From an optimization exercise on the open Yosys and OpenROAD flow, aimed at small area, a short achievable clock period and few clock cycles per item; shortcuts taken in it are not production practice.
No functional check of the RTL was part of any run shown here.

## flow/design.v (module list and top-level ports; edited modules follow where they fit)
// module mult32x32_fast: 1862 lines
// module mfa: 4 lines
// module mha: 4 lines
// module mpg: 4 lines
// module mgpa: 4 lines
// module mgpb: 4 lines
// module mga: 3 lines
// module mgb: 3 lines
// module mencm: 10 lines
// module mencm0: 9 lines
// module mmx: 3 lines
// module menc: 4 lines
// module mbpp: 3 lines
module mult32x32_fast (
    input logic clk,
    input logic reset,
    input logic start,
    input logic [31:0] a,
    input logic [31:0] b,
    output logic busy,
    output logic [63:0] product
);
  // ...
==> flow/flow/run.sh <==
#!/bin/bash
# Own layout flow: the standard synthesis and layout (standard.sh), with two changes:
#  - before floorplanning, every combinational cell of the synthesized netlist is set to
#    the smallest drive strength of its footprint (flow/resize.py); registers are untouched,
#    and the layout's repair steps size cells up again where needed;
#  - ports are buffered with buf_2 instead of the default port buffer.
# Each tool's output goes to a log file in this folder.
set -euo pipefail
R=orfs/results/sky130hd/mult32x32_fast/base
export BUFFER_PORTS_ARGS="-buffer_cell sky130_fd_sc_hd__buf_2"
bash standard.sh synth > synth.log 2>&1
python3 flow/resize.py "$FLOW_HOME/platforms/sky130hd/lib/sky130_fd_sc_hd__tt_025C_1v80.lib" $R/1_2_yosys.v > resize.log 2>&1
touch $R/1_2_yosys.v
bash standard.sh > layout.log 2>&1
==> flow/flow/resize.py <==
#!/usr/bin/env python3
"""Set every combinational cell of the synthesized netlist to the smallest cell of its
footprint (the same function and pins, the lowest drive strength). Flip-flops, latches and
tie cells are left as synthesis made them. The layout's own repair steps size cells up
again where slew, capacitance or timing need it.
usage: resize.py LIBERTY NETLIST"""
import re, sys, collections
lib, path = sys.argv[1], sys.argv[2]
area, foot, seq = {}, {}, set()
cur = None
for line in open(lib):
    m = re.search(r'^\s*cell\s*\(\s*"?(sky130_fd_sc_hd__\w+)"?\s*\)', line)
    if m:
        cur = m.group(1); continue
    if cur is None:
        continue
    m = re.search(r'^\s*area\s*:\s*([\d.]+)', line)
    if m: area[cur] = float(m.group(1))
    m = re.search(r'cell_footprint\s*:\s*"([^"]+)"', line)
    if m: foot[cur] = m.group(1)
    if re.search(r'^\s*(ff|latch|statetable)\s*\(', line): seq.add(cur)
best = {}
for c, f in foot.items():
    if c in seq or "lpflow" in c or "probe" in c or c not in area:
        continue
    if f not in best or area[c] < area[best[f]]:
        best[f] = c
text = open(path).read()
used = collections.Counter(re.findall(r'^\s*(sky130_fd_sc_hd__\w+)\s', text, re.M))
for c, n in sorted(used.items()):
    if c in seq or c not in foot or "conb" in c:
        continue
    b = best.get(foot[c])
    if b and b != c and area[b] < area[c]:
        text = re.sub(r'(^\s*)%s(\s)' % c, r'\g<1>%s\g<2>' % b, text, flags=re.M)
        print(f"{c} -> {b}: {n}")
open(path, "w").write(text)
==> flow/standard.sh <==
#!/bin/bash
# synth_recipe.tcl (not shown) runs the flow's synth.tcl, then flattens the netlist and writes it again
# the make line also repeats each setting of config.mk as NAME=value (left out here)
make -C /OpenROAD-flow-scripts/flow DESIGN_CONFIG=/design/flow/config.mk WORK_HOME=/design/flow/orfs CLKGATE_MAP_FILE= SYNTH_SCRIPT=/design/flow/synth_recipe.tcl "${@:-finish}"
==> flow/config.mk <==
export PLATFORM = sky130hd
export DESIGN_NAME = mult32x32_fast
export DESIGN_NICKNAME = mult32x32_fast
export VERILOG_FILES = /design/flow/design.v
export SDC_FILE = /design/flow/constraint.sdc
export NUM_CORES = 4
export LEC_CHECK = 0
export CAP_MARGIN = 20
export CORE_MARGIN = 2
export CORE_UTILIZATION = 60
export PLACE_DENSITY = 0.75
export SETUP_SLACK_MARGIN = 2.5
export SLEW_MARGIN = 20
export SYNTH_HIERARCHICAL = 1
export SYNTH_MINIMUM_KEEP_SIZE = 0
export TNS_END_PERCENT = 0
==> flow/constraint.sdc <==
create_clock -name core_clock -period 10.0 [get_ports {clk}]
set_input_delay 2.0000 -clock core_clock [delete_from_list [all_inputs] [get_ports {clk}]]
set_output_delay 2.0000 -clock core_clock [all_outputs]
set_load 0.01 [all_outputs]
==> results.toml, run 1 <==
[run_status]
status = "finished clean"

[worst_setup_path]
r2r_slack_ns = 2.75
critical_path_arrival_ns = 7.47
worst_path_dominant_cell_family = "adder cells"
cp_max_fo = 18
rr_endpoint = "H[45]"
critPathBufInv = 1

[route]
route.met2.wl_um = 28080
antenna_left = 0
wl_met1_um = 22260

[final_layout]
n_all_buffers = 146
mostFrequentLayoutCells = "306 x xnor2_1, 246 x fa_1, 241 x a22oi_1"
num-nonclk-inverters = 38
final_area_um2 = 19240
seq_share = 0.1029
layout.nonclk_buf_frac = 0.04057
n_clock_buffer = 9
largest_reg_flops = 48

[cts]
hold_buffers = 0
ctsResizeCount = 14

[global_routing]
grt_antenna_before_repair = 1
grt_usage = 0.3908
grt-busiest-layer = "met2"

[floorplan]
chipHeight_um = 174.0

[logic_synthesis]
synth_area_um2 = 17340
syn_area_per_cell_um2 = 9.547

[sta]
setup_violations = 0

[placed_design]
port_buffers = 131

[worst_hold_path]
hold_depth = 0
==> inputs of run 2 (changes only) <==
--- a/flow/design.v
+++ b/flow/design.v
@@ -2,22 +2,24 @@
     input logic clk,
     input logic reset,
     input logic start,
     input logic [31:0] a,
     input logic [31:0] b,
     output logic busy,
     output logic [63:0] product
 );
-logic [47:0] H;
+wire [47:0] sum;
 logic [15:0] L;
 logic two;
 wire go = start & ~busy;
 wire [15:0] m = busy ? b[31:16] : b[15:0];
-wire [31:0] acc = busy ? H[47:16] : 32'd0;
+wire [31:0] acc = busy ? sum[47:16] : 32'd0;
+logic [47:0] hsr;
+logic [47:0] hcr;
 wire one0_0, two0_0, neg0_0;
 mencm0 ue0_0 (.s(busy), .l2(b[1]), .l1(b[0]), .h2(b[17]), .h1(b[16]), .one(one0_0), .two(two0_0), .neg(neg0_0));
 wire one0_1, two0_1, neg0_1;
 mencm0 ue0_1 (.s(busy), .l2(b[1]), .l1(b[0]), .h2(b[17]), .h1(b[16]), .one(one0_1), .two(two0_1), .neg(neg0_1));
 wire one0_2, two0_2, neg0_2;
 mencm0 ue0_2 (.s(busy), .l2(b[1]), .l1(b[0]), .h2(b[17]), .h1(b[16]), .one(one0_2), .two(two0_2), .neg(neg0_2));
 wire neg0 = neg0_0;
 wire pp0_0 = ((one0_0 & a[0]) | (two0_0 & 1'b0)) ^ neg0;
@@ -1185,111 +1187,111 @@
 wire c554 = pp7_32 | pt30;
 wire s555, c556;
 mha us555 (.x(c550), .y(s553), .s(s555), .c(c556));
 wire s557, c558;
 mfa us557 (.x(c554), .y(pt31), .z(sn7), .s(s557), .c(c558));
 wire [47:0] ra = {c556, s555, c548, s547, c536, s535, c520, s519, c500, s499, c476, s475, c448, s447, c416, s415, c384, c368, c352, c336, c320, c304, c288, c272, c256, c240, c224, c208, c192, c176, c160, c144, c128, c112, c98, c84, s81, c60, c50, s47, s37, c24, s21, s17, s9, pp1_0, s3, s1};
 wire [47:0] rb = {s557, c552, s551, c542, s541, c528, s527, c510, s509, c488, s487, c462, s461, c432, s431, c400, s399, s383, s367, s351, s335, s319, s303, s287, s271, s255, s239, s223, s207, s191, s175, s159, s143, s127, s111, s97, s83, s71, s59, s49, s39, s31, s23, s15, s11, s7, pp0_1, pp0_0};
 wire ag0, ap0;
-mpg upg0 (.x(ra[0]), .y(rb[0]), .g(ag0), .p(ap0));
+mpg upg0 (.x(hsr[0]), .y(hcr[0]), .g(ag0), .p(ap0));
 wire ag1, ap1;
-mpg upg1 (.x(ra[1]), .y(rb[1]), .g(ag1), .p(ap1));
+mpg upg1 (.x(hsr[1]), .y(hcr[1]), .g(ag1), .p(ap1));
 wire ag2, ap2;
-mpg upg2 (.x(ra[2]), .y(rb[2]), .g(ag2), .p(ap2));
+mpg upg2 (.x(hsr[2]), .y(hcr[2]), .g(ag2), .p(ap2));
 wire ag3, ap3;
-mpg upg3 (.x(ra[3]), .y(rb[3]), .g(ag3), .p(ap3));
+mpg upg3 (.x(hsr[3]), .y(hcr[3]), .g(ag3), .p(ap3));
 wire ag4, ap4;
-mpg upg4 (.x(ra[4]), .y(rb[4]), .g(ag4), .p(ap4));
+mpg upg4 (.x(hsr[4]), .y(hcr[4]), .g(ag4), .p(ap4));
 wire ag5, ap5;
-mpg upg5 (.x(ra[5]), .y(rb[5]), .g(ag5), .p(ap5));
+mpg upg5 (.x(hsr[5]), .y(hcr[5]), .g(ag5), .p(ap5));
 wire ag6, ap6;
-mpg upg6 (.x(ra[6]), .y(rb[6]), .g(ag6), .p(ap6));
+mpg upg6 (.x(hsr[6]), .y(hcr[6]), .g(ag6), .p(ap6));
 wire ag7, ap7;
-mpg upg7 (.x(ra[7]), .y(rb[7]), .g(ag7), .p(ap7));
+mpg upg7 (.x(hsr[7]), .y(hcr[7]), .g(ag7), .p(ap7));
 wire ag8, ap8;
-mpg upg8 (.x(ra[8]), .y(rb[8]), .g(ag8), .p(ap8));
+mpg upg8 (.x(hsr[8]), .y(hcr[8]), .g(ag8), .p(ap8));
 wire ag9, ap9;
-mpg upg9 (.x(ra[9]), .y(rb[9]), .g(ag9), .p(ap9));
+mpg upg9 (.x(hsr[9]), .y(hcr[9]), .g(ag9), .p(ap9));
 wire ag10, ap10;
-mpg upg10 (.x(ra[10]), .y(rb[10]), .g(ag10), .p(ap10));
+mpg upg10 (.x(hsr[10]), .y(hcr[10]), .g(ag10), .p(ap10));
 wire ag11, ap11;
-mpg upg11 (.x(ra[11]), .y(rb[11]), .g(ag11), .p(ap11));
+mpg upg11 (.x(hsr[11]), .y(hcr[11]), .g(ag11), .p(ap11));
 wire ag12, ap12;
-mpg upg12 (.x(ra[12]), .y(rb[12]), .g(ag12), .p(ap12));
+mpg upg12 (.x(hsr[12]), .y(hcr[12]), .g(ag12), .p(ap12));
 wire ag13, ap13;
-mpg upg13 (.x(ra[13]), .y(rb[13]), .g(ag13), .p(ap13));
+mpg upg13 (.x(hsr[13]), .y(hcr[13]), .g(ag13), .p(ap13));
 wire ag14, ap14;
-mpg upg14 (.x(ra[14]), .y(rb[14]), .g(ag14), .p(ap14));
+mpg upg14 (.x(hsr[14]), .y(hcr[14]), .g(ag14), .p(ap14));
 wire ag15, ap15;
-mpg upg15 (.x(ra[15]), .y(rb[15]), .g(ag15), .p(ap15));
+mpg upg15 (.x(hsr[15]), .y(hcr[15]), .g(ag15), .p(ap15));
 wire ag16, ap16;
-mpg upg16 (.x(ra[16]), .y(rb[16]), .g(ag16), .p(ap16));
+mpg upg16 (.x(hsr[16]), .y(hcr[16]), .g(ag16), .p(ap16));
 wire ag17, ap17;
-mpg upg17 (.x(ra[17]), .y(rb[17]), .g(ag17), .p(ap17));
+mpg upg17 (.x(hsr[17]), .y(hcr[17]), .g(ag17), .p(ap17));
 wire ag18, ap18;
-mpg upg18 (.x(ra[18]), .y(rb[18]), .g(ag18), .p(ap18));
+mpg upg18 (.x(hsr[18]), .y(hcr[18]), .g(ag18), .p(ap18));
 wire ag19, ap19;
-mpg upg19 (.x(ra[19]), .y(rb[19]), .g(ag19), .p(ap19));
+mpg upg19 (.x(hsr[19]), .y(hcr[19]), .g(ag19), .p(ap19));
 wire ag20, ap20;
-mpg upg20 (.x(ra[20]), .y(rb[20]), .g(ag20), .p(ap20));
+mpg upg20 (.x(hsr[20]), .y(hcr[20]), .g(ag20), .p(ap20));
 wire ag21, ap21;
-mpg upg21 (.x(ra[21]), .y(rb[21]), .g(ag21), .p(ap21));
+mpg upg21 (.x(hsr[21]), .y(hcr[21]), .g(ag21), .p(ap21));
 wire ag22, ap22;
-mpg upg22 (.x(ra[22]), .y(rb[22]), .g(ag22), .p(ap22));
+mpg upg22 (.x(hsr[22]), .y(hcr[22]), .g(ag22), .p(ap22));
 wire ag23, ap23;
-mpg upg23 (.x(ra[23]), .y(rb[23]), .g(ag23), .p(ap23));
+mpg upg23 (.x(hsr[23]), .y(hcr[23]), .g(ag23), .p(ap23));
 wire ag24, ap24;
-mpg upg24 (.x(ra[24]), .y(rb[24]), .g(ag24), .p(ap24));
+mpg upg24 (.x(hsr[24]), .y(hcr[24]), .g(ag24), .p(ap24));
 wire ag25, ap25;
-mpg upg25 (.x(ra[25]), .y(rb[25]), .g(ag25), .p(ap25));
+mpg upg25 (.x(hsr[25]), .y(hcr[25]), .g(ag25), .p(ap25));
 wire ag26, ap26;
-mpg upg26 (.x(ra[26]), .y(rb[26]), .g(ag26), .p(ap26));
+mpg upg26 (.x(hsr[26]), .y(hcr[26]), .g(ag26), .p(ap26));
 wire ag27, ap27;
-mpg upg27 (.x(ra[27]), .y(rb[27]), .g(ag27), .p(ap27));
+mpg upg27 (.x(hsr[27]), .y(hcr[27]), .g(ag27), .p(ap27));
 wire ag28, ap28;
-mpg upg28 (.x(ra[28]), .y(rb[28]), .g(ag28), .p(ap28));
+mpg upg28 (.x(hsr[28]), .y(hcr[28]), .g(ag28), .p(ap28));
 wire ag29, ap29;
-mpg upg29 (.x(ra[29]), .y(rb[29]), .g(ag29), .p(ap29));
+mpg upg29 (.x(hsr[29]), .y(hcr[29]), .g(ag29), .p(ap29));
 wire ag30, ap30;
-mpg upg30 (.x(ra[30]), .y(rb[30]), .g(ag30), .p(ap30));
+mpg upg30 (.x(hsr[30]), .y(hcr[30]), .g(ag30), .p(ap30));
 wire ag31, ap31;
-mpg upg31 (.x(ra[31]), .y(rb[31]), .g(ag31), .p(ap31));
+mpg upg31 (.x(hsr[31]), .y(hcr[31]), .g(ag31), .p(ap31));
 wire ag32, ap32;
-mpg upg32 (.x(ra[32]), .y(rb[32]), .g(ag32), .p(ap32));
+mpg upg32 (.x(hsr[32]), .y(hcr[32]), .g(ag32), .p(ap32));
 wire ag33, ap33;
-mpg upg33 (.x(ra[33]), .y(rb[33]), .g(ag33), .p(ap33));
+mpg upg33 (.x(hsr[33]), .y(hcr[33]), .g(ag33), .p(ap33));
 wire ag34, ap34;
-mpg upg34 (.x(ra[34]), .y(rb[34]), .g(ag34), .p(ap34));
+mpg upg34 (.x(hsr[34]), .y(hcr[34]), .g(ag34), .p(ap34));
 wire ag35, ap35;
-mpg upg35 (.x(ra[35]), .y(rb[35]), .g(ag35), .p(ap35));
+mpg upg35 (.x(hsr[35]), .y(hcr[35]), .g(ag35), .p(ap35));
 wire ag36, ap36;
-mpg upg36 (.x(ra[36]), .y(rb[36]), .g(ag36), .p(ap36));
+mpg upg36 (.x(hsr[36]), .y(hcr[36]), .g(ag36), .p(ap36));
 wire ag37, ap37;
-mpg upg37 (.x(ra[37]), .y(rb[37]), .g(ag37), .p(ap37));
+mpg upg37 (.x(hsr[37]), .y(hcr[37]), .g(ag37), .p(ap37));
 wire ag38, ap38;
-mpg upg38 (.x(ra[38]), .y(rb[38]), .g(ag38), .p(ap38));
+mpg upg38 (.x(hsr[38]), .y(hcr[38]), .g(ag38), .p(ap38));
 wire ag39, ap39;
-mpg upg39 (.x(ra[39]), .y(rb[39]), .g(ag39), .p(ap39));
+mpg upg39 (.x(hsr[39]), .y(hcr[39]), .g(ag39), .p(ap39));
 wire ag40, ap40;
-mpg upg40 (.x(ra[40]), .y(rb[40]), .g(ag40), .p(ap40));
+mpg upg40 (.x(hsr[40]), .y(hcr[40]), .g(ag40), .p(ap40));
 wire ag41, ap41;
-mpg upg41 (.x(ra[41]), .y(rb[41]), .g(ag41), .p(ap41));
+mpg upg41 (.x(hsr[41]), .y(hcr[41]), .g(ag41), .p(ap41));
 wire ag42, ap42;
-mpg upg42 (.x(ra[42]), .y(rb[42]), .g(ag42), .p(ap42));
+mpg upg42 (.x(hsr[42]), .y(hcr[42]), .g(ag42), .p(ap42));
 wire ag43, ap43;
-mpg upg43 (.x(ra[43]), .y(rb[43]), .g(ag43), .p(ap43));
+mpg upg43 (.x(hsr[43]), .y(hcr[43]), .g(ag43), .p(ap43));
 wire ag44, ap44;
-mpg upg44 (.x(ra[44]), .y(rb[44]), .g(ag44), .p(ap44));
+mpg upg44 (.x(hsr[44]), .y(hcr[44]), .g(ag44), .p(ap44));
 wire ag45, ap45;
-mpg upg45 (.x(ra[45]), .y(rb[45]), .g(ag45), .p(ap45));
+mpg upg45 (.x(hsr[45]), .y(hcr[45]), .g(ag45), .p(ap45));
 wire ag46, ap46;
-mpg upg46 (.x(ra[46]), .y(rb[46]), .g(ag46), .p(ap46));
+mpg upg46 (.x(hsr[46]), .y(hcr[46]), .g(ag46), .p(ap46));
 wire ag47, ap47;
-mpg upg47 (.x(ra[47]), .y(rb[47]), .g(ag47), .p(ap47));
+mpg upg47 (.x(hsr[47]), .y(hcr[47]), .g(ag47), .p(ap47));
 wire g1_0 = ~ag0;
 wire g1_1;
 mga ug1_1 (.gi(ag1), .pi(ap1), .gj(ag0), .g(g1_1));
 wire g1_2, p1_2;
 mgpa ugp1_2 (.gi(ag2), .pi(ap2), .gj(ag1), .pj(ap1), .g(g1_2), .p(p1_2));
 wire g1_3, p1_3;
 mgpa ugp1_3 (.gi(ag3), .pi(ap3), .gj(ag2), .pj(ap2), .g(g1_3), .p(p1_3));
 wire g1_4, p1_4;
@@ -1793,17 +1795,16 @@
 wire g6_44;
 mgb ug6_44 (.gi(g5_44), .pi(p5_44), .gj(g5_12), .g(g6_44));
 wire g6_45;
 mgb ug6_45 (.gi(g5_45), .pi(p5_45), .gj(g5_13), .g(g6_45));
 wire g6_46;
 mgb ug6_46 (.gi(g5_46), .pi(p5_46), .gj(g5_14), .g(g6_46));
 wire g6_47;
 mgb ug6_47 (.gi(g5_47), .pi(p5_47), .gj(g5_15), .g(g6_47));
-wire [47:0] sum;
 assign sum[0] = ap0 ^ 1'b0;
 assign sum[1] = ap1 ^ g6_0;
 assign sum[2] = ap2 ^ g6_1;
 assign sum[3] = ap3 ^ g6_2;
 assign sum[4] = ap4 ^ g6_3;
 assign sum[5] = ap5 ^ g6_4;
 assign sum[6] = ap6 ^ g6_5;
 assign sum[7] = ap7 ^ g6_6;
@@ -1848,22 +1849,23 @@
 assign sum[46] = ap46 ^ g6_45;
 assign sum[47] = ap47 ^ g6_46;
 always_ff @(posedge clk, posedge reset) begin
 	if (reset) busy <= 1'b0;
 	else busy <= go & (b[31:16] != 16'd0);
 end
 always_ff @(posedge clk) begin
 	if (go | busy) begin
-		H <= sum;
+		hsr <= {c556, s555, c548, s547, c536, s535, c520, s519, c500, s499, c476, s475, c448, s447, c416, s415, c384, c368, c352, c336, c320, c304, c288, c272, c256, c240, c224, c208, c192, c176, c160, c144, c128, c112, c98, c84, s81, c60, c50, s47, s37, c24, s21, s17, s9, pp1_0, s3, s1};
+		hcr <= {s557, c552, s551, c542, s541, c528, s527, c510, s509, c488, s487, c462, s461, c432, s431, c400, s399, s383, s367, s351, s335, s319, s303, s287, s271, s255, s239, s223, s207, s191, s175, s159, s143, s127, s111, s97, s83, s71, s59, s49, s39, s31, s23, s15, s11, s7, pp0_1, pp0_0};
 		two <= busy;
 	end
-	if (busy) L <= H[15:0];
+	if (busy) L <= sum[15:0];
 end
-assign product = two ? {H, L} : {16'd0, H};
+assign product = two ? {sum, L} : {16'd0, sum};
 endmodule
 module mfa (input logic x, input logic y, input logic z, output logic s, output logic c);
 	assign s = x ^ y ^ z;
 	assign c = (x & y) | (x & z) | (y & z);
 endmodule
 module mha (input logic x, input logic y, output logic s, output logic c);
 	assign s = x ^ y;
 	assign c = x & y;
==> flow/flow/resize.py (replaced) <==
#!/usr/bin/env python3
"""Size the combinational cells of the synthesized netlist by the fanout they drive:
each cell gets the variant of its footprint (same function and pins) whose drive suits its
fanout: the smallest for a fanout up to FO1, drive 2 up to FO2, else drive 4.
Flip-flops, latches and tie cells are left as synthesis made them. The layout's own repair
steps size cells again where slew, capacitance or timing need it.
usage: resize.py LIBERTY NETLIST [FO1 FO2]"""
import re, sys, collections
lib, path = sys.argv[1], sys.argv[2]
FO1 = int(sys.argv[3]) if len(sys.argv) > 3 else 5
FO2 = int(sys.argv[4]) if len(sys.argv) > 4 else 12
area, foot, seq, outs = {}, {}, set(), collections.defaultdict(set)
cur = None; pin = None
for line in open(lib):
    m = re.search(r'^\s*cell\s*\(\s*"?(sky130_fd_sc_hd__\w+)"?\s*\)', line)
    if m:
        cur = m.group(1); pin = None; continue
    if cur is None:
        continue
    m = re.search(r'^\s*area\s*:\s*([\d.]+)', line)
    if m: area[cur] = float(m.group(1))
    m = re.search(r'cell_footprint\s*:\s*"([^"]+)"', line)
    if m: foot[cur] = m.group(1)
    if re.search(r'^\s*(ff|latch|statetable)\s*\(', line): seq.add(cur)
    m = re.search(r'^\s*pin\s*\(\s*"?(\w+)"?\s*\)', line)
    if m: pin = m.group(1)
    if pin and re.search(r'direction\s*:\s*"?output', line): outs[cur].add(pin)
fam = collections.defaultdict(list)
for c, f in foot.items():
    if c in seq or "lpflow" in c or "probe" in c or c not in area:
        continue
    fam[f].append(c)
def strength(c):
    m = re.search(r'_(\d+)$', c)
    return int(m.group(1)) if m else 1
for f in fam:
    fam[f].sort(key=lambda c: (strength(c), area[c]))
text = open(path).read()
inst_re = re.compile(r'^(\s*)(sky130_fd_sc_hd__\w+)(\s+)(\S+)(\s*\((.*?)\);)', re.M | re.S)
insts = []
fanout = collections.Counter()
for m in inst_re.finditer(text):
    cell = m.group(2)
    conns = re.findall(r'\.(\w+)\(([^()]*)\)', m.group(6))
    o = [n.strip() for p, n in conns if p in outs.get(cell, ())]
    for p, n in conns:
        if p not in outs.get(cell, ()):
            fanout[n.strip()] += 1
    insts.append((m.start(2), m.end(2), cell, o))
out = []
last = 0
changes = collections.Counter()
for s, e, cell, o in insts:
    new = cell
    if cell not in seq and cell in foot and "conb" not in cell and foot[cell] in fam:
        fo = max([fanout[n] for n in o] + [0])
        want = 0 if fo <= FO1 else (2 if fo <= FO2 else 4)
        vs = fam[foot[cell]]
        ok = [v for v in vs if strength(v) >= want]
        new = ok[0] if ok else vs[-1]
        if want == 0:
            new = min(vs, key=lambda v: area[v])
    out.append(text[last:s]); out.append(new); last = e
    if new != cell: changes[(cell, new)] += 1
out.append(text[last:])
open(path, "w").write("".join(out))
for (a, b), n in sorted(changes.items()):
    print(f"{a} -> {b}: {n}")
==> flow/config.mk (replaced) <==
export PLATFORM = sky130hd
export DESIGN_NAME = mult32x32_fast
export DESIGN_NICKNAME = mult32x32_fast
export VERILOG_FILES = /design/flow/design.v
export SDC_FILE = /design/flow/constraint.sdc
export NUM_CORES = 4
export LEC_CHECK = 0
export CAP_MARGIN = 20
export CORE_MARGIN = 2
export CORE_UTILIZATION = 40
export SETUP_SLACK_MARGIN = 4.0
export SLEW_MARGIN = 20
export SYNTH_HIERARCHICAL = 1
export SYNTH_MINIMUM_KEEP_SIZE = 0
export TNS_END_PERCENT = 0
==> run 2 against run 1 <==
Compared with the run above: flip-flop and latch count is 48 higher; count of clock-buffer cells in the layout is 8 higher; register-to-register slack gained 1.4 ns.
==> results.toml, run 2 <==
[run_status]
status = "finished clean"

[global_routing]
grt.overflow.total = 0
grt_pass1_vias = 16120
grt_pass1_wl_um = 99530
grt_antenna_before_repair = 1
grt_usage = 0.2641
grt_max_degree = 78

[cts]
cts_sinks = 114
cts_tree = "yes"
cts_made_buffers = 17
clock_latency_ns = 0.44
cts_setup_buffers = 0
clock-root-buffer = "clkbuf_16"
clk_pin_slew_worst_paths_ns = 0.07
clockBufferDepth = 2
htreeDepth = 4

[worst_setup_path]
critical_path_arrival_ns = 6.00
path_class = "reg -> reg"
critical_path_required_ns = 10.16
crit_path_end_kind = "flop"
rr_endpoint = "hcr[24]"
cp_max_fo = 4
startpoint_type = "flop"
reg2reg_depth = 14
r2r_start = "hcr[16]"
r2r_slack_ns = 4.16

[route]
routedWlPerCell_um = 24.57
drtIter0Drc = 1637
vias = 15970
dr.pass1.iters = 6
antenna_left = 0
drc_errors = 0
wl_um = 65110
viasPerCell = 6.025

[floorplan]
initial_core_util = 0.4065
fp.coreArea_um2 = 46750
dieArea_um2 = 49270
io_pins = 132
fp.dieW_um = 222.0
chipHeight_um = 222.0
rows = 79

[sta]
hold_viol = 0
setup_violations = 0
slew_viol_final = 0
max_clock_freq_mhz = 171.2
finalCritPeriodShare = 0.5840
fin_setup_tns_ns = 0
min_period_ns = 5.840
max_slew_margin = 0.2879
worst_slew_pin_slew_ns = 1.067
final.setup_skew_ns = 0.02143
grt_setup_unrepaired = "true"

[worst_hold_path]
hold_depth = 1
hold-path-endpoint = "L[0]"
hp-class = "reg -> reg"
hold_start = "hsr[0]"

[logic_synthesis]
syn_area_per_cell_um2 = 10.08
syn-num-nets = 2280
synth_area_um2 = 19000
synthCells = 1886
yosys_warnings = 7

[final_layout]
drive_above_1_share = 0.1214
final_area_um2 = 21040
fin_cells = 2650
mostFrequentLayoutCells = "311 x xnor2_1, 248 x a22oi_1, 247 x fa_1"
fill_cells = 4477
final_common_cell = "xnor2_1"
nets = 2423
reg_top3 = "hcr x48, hsr x48, L x16"
area_growth_pct = 10.72

[run]
drv_cap = 0

[placed_design]
port_buffers = 131
place_area_um2 = 20400
dpl.cell_count = 2617
dp.final_hpwl_um = 51500
routabilityCongestion = 0.9427
## run 2: worst max-delay path by stage
stage,cells after the start,slack [ns],endpoint,startpoint
detailed placement,10,3.84,hcr[33],b[5]
finish,14,4.16,hcr[24],hcr[16]
floorplan,10,4.40,hcr[33],b[4]
CTS,13,4.04,hcr[18],hcr[1]
global placement,11,3.93,hcr[33],b[3]
global route,14,3.96,hcr[31],hcr[1]
## run 2: critical path: stages, from the launching register on
cell and delay, ns:
edfxtp_1 0.42, ha_1 0.41, a21oi_1 0.36, o21ai_0 0.24, a21oi_1 0.28, o21ai_0 0.16, a21oi_1 0.13, o21ai_0 0.16
xnor2_1 0.80, nor2_1 0.20, fa_1 0.49, fa_1 0.48, fa_1 0.46, fa_1 0.51, fa_1 0.42
## run 2: cell type report
class                   count  area, um^2  area share
diodes                      1       2.502   0.0001189
clock buffers              17       425.4     0.02022
clock inverters            15       206.4    0.009812
inverters                  54       202.7    0.009634
multi-input cells        1705       15320      0.7282
flip-flops and latches    114        3422      0.1626
well taps                 607       759.5     0.03610
repair buffers            137       700.7     0.03330
## run 2: what timing repair did
action,in CTS,in global routing
hold buffers,0,0
setup endpoints to repair,0,9
gates resized for setup,0,1
## run 2: through the flow
step / utilization / hold WS [ns] / setup slack [ns]
2_1_floorplan: - / 0.5453 / 4.396
3_3_place_gp: 0.4364 / 0.5818 / 3.927
3_5_place_dp: 0.4364 / 0.5992 / 3.844
4_1_cts: 0.4499 / 0.6188 / 4.044
5_1_grt: 0.4500 / 0.6623 / 3.960
6_report: 0.4500 / 0.6027 / 4.160
## run 2: metal layers
metal / vias to the layer above / global-route usage / share of wire
li1: 7073 / - / -
met1: 7972 / 0.3651 / 0.43
met2: 841 / 0.4285 / 0.46
met3: 80 / 0.04347 / 0.081
met4: 0 / 0.07411 / 0.025
met5: - / 0 / 0
==> inputs of run 3 (changes only) <==
--- a/flow/config.mk
+++ b/flow/config.mk
@@ -8,7 +8,7 @@
 export CAP_MARGIN = 20
 export CORE_MARGIN = 2
 export CORE_UTILIZATION = 40
-export SETUP_SLACK_MARGIN = 4.0
+export SETUP_SLACK_MARGIN = 4.8
 export SLEW_MARGIN = 20
 export SYNTH_HIERARCHICAL = 1
 export SYNTH_MINIMUM_KEEP_SIZE = 0
==> run 3 against run 2 <==
Compared with the run above: still clean; critical path depth decreased by 2; global-route usage increased by 0.35 points; flip-flop and latch count unchanged; register-to-register slack improved by 0.64 ns; area after synthesis unchanged.
==> results.toml, run 3 <==
[logic_synthesis]
syn_area_per_cell_um2 = 10.08
synth_area_um2 = 19000
synthCells = 1886
yosys_warnings = 7
syn-num-nets = 2280

[floorplan]
chipHeight_um = 222.0
dieArea_um2 = 49270
fp.dieW_um = 222.0
io_pins = 132
rows = 79
initial_core_util = 0.4065
fp.coreArea_um2 = 46750

[final_layout]
reg_top3 = "hcr x48, hsr x48, L x16"
nets = 2474
mostFrequentLayoutCells = "294 x xnor2_1, 231 x a22oi_1, 200 x fa_1"
area_growth_pct = 18.44
final_common_cell = "xnor2_1"
antenna_cells = 0
drive_above_1_share = 0.1954
fin_util = 0.4814
fill_cells = 4392

[route]
viasPerCell = 6.026
routedWlPerCell_um = 24.90
drc_errors = 0
dr.pass1.iters = 6
wl_um = 67240
vias = 16270
antenna_left = 0
drtIter0Drc = 1523

[cts]
clock_latency_ns = 0.44
clockBufferDepth = 2
cts_sinks = 114
cts_tree = "yes"
cts_made_buffers = 17
clk_pin_slew_worst_paths_ns = 0.06
hold_buffers = 0
clock-root-buffer = "clkbuf_16"
htreeDepth = 4

[sta]
grt_setup_unrepaired = "true"
hold_ws_ns = 0.5977
finalCritPeriodShare = 0.5351
hold_viol = 0
min_period_ns = 5.351
worst_slew_pin_slew_ns = 0.8138
setup_violations = 0
slew_viol_final = 0
fin_setup_tns_ns = 0
max_slew_margin = 0.4575
final.setup_skew_ns = 0.01962
max_clock_freq_mhz = 186.9

[worst_setup_path]
critical_path_required_ns = 10.17
crit_path_end_kind = "flop"
path_class = "in -> reg"
startpoint_type = "input pin"
cp_max_fo = 10
critical_path_arrival_ns = 5.52

[global_routing]
grt_antenna_before_repair = 0
grt.overflow.total = 0
grt_pass1_wl_um = 101000
grt_pass1_vias = 16340
grt_max_degree = 66
grt_usage = 0.2676

[run]
drv_cap = 0

[placed_design]
routabilityCongestion = 0.9199
port_buffers = 131
dp.final_hpwl_um = 51610

[worst_hold_path]
hp-class = "reg -> reg"

[run_status]
status = "finished clean"
run 3: routing by layer:
| metal | vias to the layer above | track usage | share of wire |
|---|---|---|---|
| li1 | 7178 | - | - |
| met1 | 8153 | 0.3659 | 0.42 |
| met2 | 840 | 0.4371 | 0.47 |
| met3 | 99 | 0.04453 | 0.082 |
| met4 | 0 | 0.07825 | 0.031 |
| met5 | - | 0 | 0 |
run 3: repair_timing:
action,in CTS,in global routing
resized for setup,64,110
pin swaps,12,44
cloned,0,4
buffers inserted,17,29
endpoints found under the setup margin,94,109
run 3: area by class of cell:
cell class,instances,area [um^2],area share
Clock inverter,14,155.1,0.006893
Tap cell,607,759.5,0.03374
Timing Repair Buffer,186,1349,0.05993
Clock buffer,18,429.2,0.01907
Inverter,54,202.7,0.009006
Sequential cell,114,3422,0.1520
Multi-Input combinational cell,1707,16190,0.7193
run 3: critical path, stage by stage:
cell and delay (ns):
clkbuf_4 0.17, nor2b_1 0.15, a221oi_2 0.30, a31oi_4 0.07, buf_12 0.17, a22oi_1 0.18, xnor2_1 0.17, fa_2 0.50
fa_2 0.36, fa_1 0.56, fa_2 0.39, fa_1 0.50
run 3: through the flow:
| step | worst slack (ns) | cell area, um^2 | std cells |
|---|---|---|---|
| 3_3_place_gp | 3.912 | 20510 | 2618 |
| 4_1_cts | 4.664 | 21660 | 2667 |
| 2_1_floorplan | 4.618 | 19100 | 1886 |
| 5_1_grt | 4.628 | 22510 | 2700 |
| 3_5_place_dp | 3.828 | 20510 | 2618 |
| 6_report | 4.649 | 22510 | 2700 |
run 3: final timing paths:
check                      startpoint      end  slack, ns  depth (start not counted)
max                              b[4]  hcr[35]       4.65                         12
min                            hsr[0]     L[0]       0.60                          1
max reg2reg                    hsr[5]  hcr[31]       4.80                         14
min reg2reg                    hsr[0]     L[0]       0.60                          1
max in group asynchronous       reset     busy       8.51                          2
min in group asynchronous       reset     busy       1.38                          2
==> inputs of run 4 (changes only) <==
--- a/flow/flow/resize.py
+++ b/flow/flow/resize.py
@@ -56,10 +56,9 @@
         fo = max([fanout[n] for n in o] + [0])
         want = 0 if fo <= FO1 else (2 if fo <= FO2 else 4)
         vs = fam[foot[cell]]
-        ok = [v for v in vs if strength(v) >= want]
-        new = ok[0] if ok else vs[-1]
-        if want == 0:
-            new = min(vs, key=lambda v: area[v])
+        ok = [v for v in vs if strength(v) >= want] or [vs[-1]]
+        # the smallest area that gives the drive; among equal areas the strongest
+        new = min(ok, key=lambda v: (area[v], -strength(v)))
     out.append(text[last:s]); out.append(new); last = e
     if new != cell: changes[(cell, new)] += 1
 out.append(text[last:])
--- a/flow/config.mk
+++ b/flow/config.mk
@@ -8,7 +8,7 @@
 export CAP_MARGIN = 20
 export CORE_MARGIN = 2
 export CORE_UTILIZATION = 40
-export SETUP_SLACK_MARGIN = 4.8
+export SETUP_SLACK_MARGIN = 4.0
 export SLEW_MARGIN = 20
 export SYNTH_HIERARCHICAL = 1
 export SYNTH_MINIMUM_KEEP_SIZE = 0
==> run 4 against run 3 <==
Compared with the run above: still clean; sequential share of layout area increased by 1.1 points; non-clock buffer count decreased by 48; register-to-register slack got worse by 0.62 ns; maximum frequency decreased by 8.1%; cell area decreased by 6.6%; clock skew decreased by 0.0027 ns; routed wire length decreased by 2.8%; setup slack got worse by 0.47 ns; critical endpoint is now hcr[16].
==> results.toml, run 4 <==
[cts]
cts_made_buffers = 17
cts_sinks = 114
cts_setup_buffers = 0
clockBufferDepth = 2
clock-root-buffer = "clkbuf_16"
cts_tree = "yes"
clk_pin_slew_worst_paths_ns = 0.06
hold_buffers = 0
clock_latency_ns = 0.43
ctsResizeCount = 0
htreeDepth = 4

[global_routing]
grt_usage = 0.2660
grt.overflow.total = 0
grt_antenna_before_repair = 0
grt_pass1_vias = 16270
grt_max_degree = 74
grt_pass1_wl_um = 100400

[floorplan]
io_pins = 132
initial_core_util = 0.4065
dieArea_um2 = 49270
chipHeight_um = 222.0
rows = 79
fp.dieW_um = 222.0
fp.coreArea_um2 = 46750

[placed_design]
routabilityCongestion = 0.9375
port_buffers = 131
place_area_um2 = 20410
dp.final_hpwl_um = 51470

[sta]
slew_viol_final = 0
max_slew_margin = 0.3164
hold_viol = 0
finalCritPeriodShare = 0.5825
worst_slew_pin_slew_ns = 1.025
max_clock_freq_mhz = 171.7
fin_setup_tns_ns = 0
grt_setup_unrepaired = "true"
setup_violations = 0
min_period_ns = 5.825
final.setup_skew_ns = 0.01695

[logic_synthesis]
syn_area_per_cell_um2 = 10.08
yosys_warnings = 7
syn-num-nets = 2280
synthCells = 1886
synth_area_um2 = 19000

[final_layout]
fill_cells = 4499
final_common_cell = "xnor2_1"
register_area_um2 = 3422
reg_top3 = "hcr x48, hsr x48, L x16"
final_area_um2 = 21020
mostFrequentLayoutCells = "311 x xnor2_1, 248 x a22oi_1, 247 x fa_1"
multiInputGateArea_um2 = 15320
nets = 2424
area_growth_pct = 10.59
antenna_cells = 0
drive_above_1_share = 0.1532

[worst_setup_path]
cp_max_fo = 18
r2r_start = "hcr[6]"
reg2reg_depth = 13
r2r_slack_ns = 4.18
startpoint_type = "input pin"
critical_path_arrival_ns = 6.00
rr_endpoint = "hcr[18]"
path_class = "in -> reg"
critical_path_required_ns = 10.18
crit_path_end_kind = "flop"

[route]
dr.pass1.iters = 9
vias = 16040
wl_um = 65360
antenna_left = 0
drc_errors = 0
viasPerCell = 6.054
routedWlPerCell_um = 24.66
drtIter0Drc = 1745

[worst_hold_path]
hold-path-endpoint = "L[0]"
hp-class = "reg -> reg"
hold_depth = 1
hold_start = "hsr[0]"

[run_status]
status = "finished clean"

[run]
drv_cap = 0
==> run 4: metal layers <==
metal,share of wire,global-route usage,vias up
li1,-,-,7082
met1,0.43,0.3653,8113
met2,0.46,0.4322,777
met3,0.075,0.04439,71
met4,0.027,0.07825,0
met5,0,0,-
==> run 4: cell type report <==
cell class	count	share of cell area
flip-flops and latches	114	0.1628
well taps	607	0.03614
inverters	54	0.009645
clock inverters	14	0.007859
clock buffers	18	0.02042
repair buffers	138	0.03388
multi-input cells	1705	0.7292
==> run 4: worst max-delay path by stage <==
| stage | depth (start not counted) | slack [ns] | endpoint | start |
|---|---|---|---|---|
| 2_1_floorplan | 10 | 4.40 | hcr[33] | b[4] |
| 3_3_place_gp | 11 | 3.92 | hcr[33] | b[3] |
| 3_5_place_dp | 10 | 3.83 | hcr[16] | b[5] |
| 4_1_cts | 13 | 4.21 | hcr[16] | hcr[1] |
| 5_1_grt | 13 | 4.00 | hcr[18] | hcr[6] |
| 6_report | 10 | 4.17 | hcr[16] | b[5] |
==> run 4: critical path, stage by stage <==
cell and delay (ns):
buf_2 0.29, a221oi_1 0.17, a31oi_2 0.73, a22oi_1 0.21, xnor2_1 0.20, fa_1 0.48
fa_1 0.52, fa_1 0.50, fa_1 0.40, fa_1 0.47
==> run 4: per-stage QoR <==
step | utilization | instances | hold slack [ns] | setup WS, ns
2_1_floorplan | - | 1886 | 0.5468 | 4.395
3_5_place_dp | 0.4365 | 2618 | 0.5865 | 3.833
5_1_grt | 0.4495 | 2650 | 0.6291 | 3.997
3_3_place_gp | 0.4365 | 2618 | 0.5788 | 3.923
4_1_cts | 0.4492 | 2650 | 0.6036 | 4.209
6_report | 0.4495 | 2650 | 0.5986 | 4.175

==> separate check: timing with driven ports <==
No port has a modelled driver above. Below, the same layouts with a new extraction and two added sets of constraints.
Step 1, drivers: a clkbuf_16 drives clk and a buf_2 each remaining input, both assumed.
Step 2 moves the port delays by t, midway between the first and last clock arrival at a register: inputs arrive t later, outputs are due t later. That takes back most of the time a late clock gives input paths.
Three values: ideal, step 1, step 2; two values: the first two.
run	shift t [ns]	setup slack, ns	worst setup path after step 2
run 1	0.388	2.611 / 2.636 / 2.248	input to register
run 2	0.478	4.160 / 4.132 / 3.774	input to register
run 3	0.485	4.649 / 4.677 / 4.192	input to register
run 4	0.476	4.175 / 4.183 / 3.716	input to register
After both steps setup and hold are still met in every run listed. The setup slack of run 4, which loses most, moves by +0.008 ns with the drivers and by -0.459 ns with both steps.
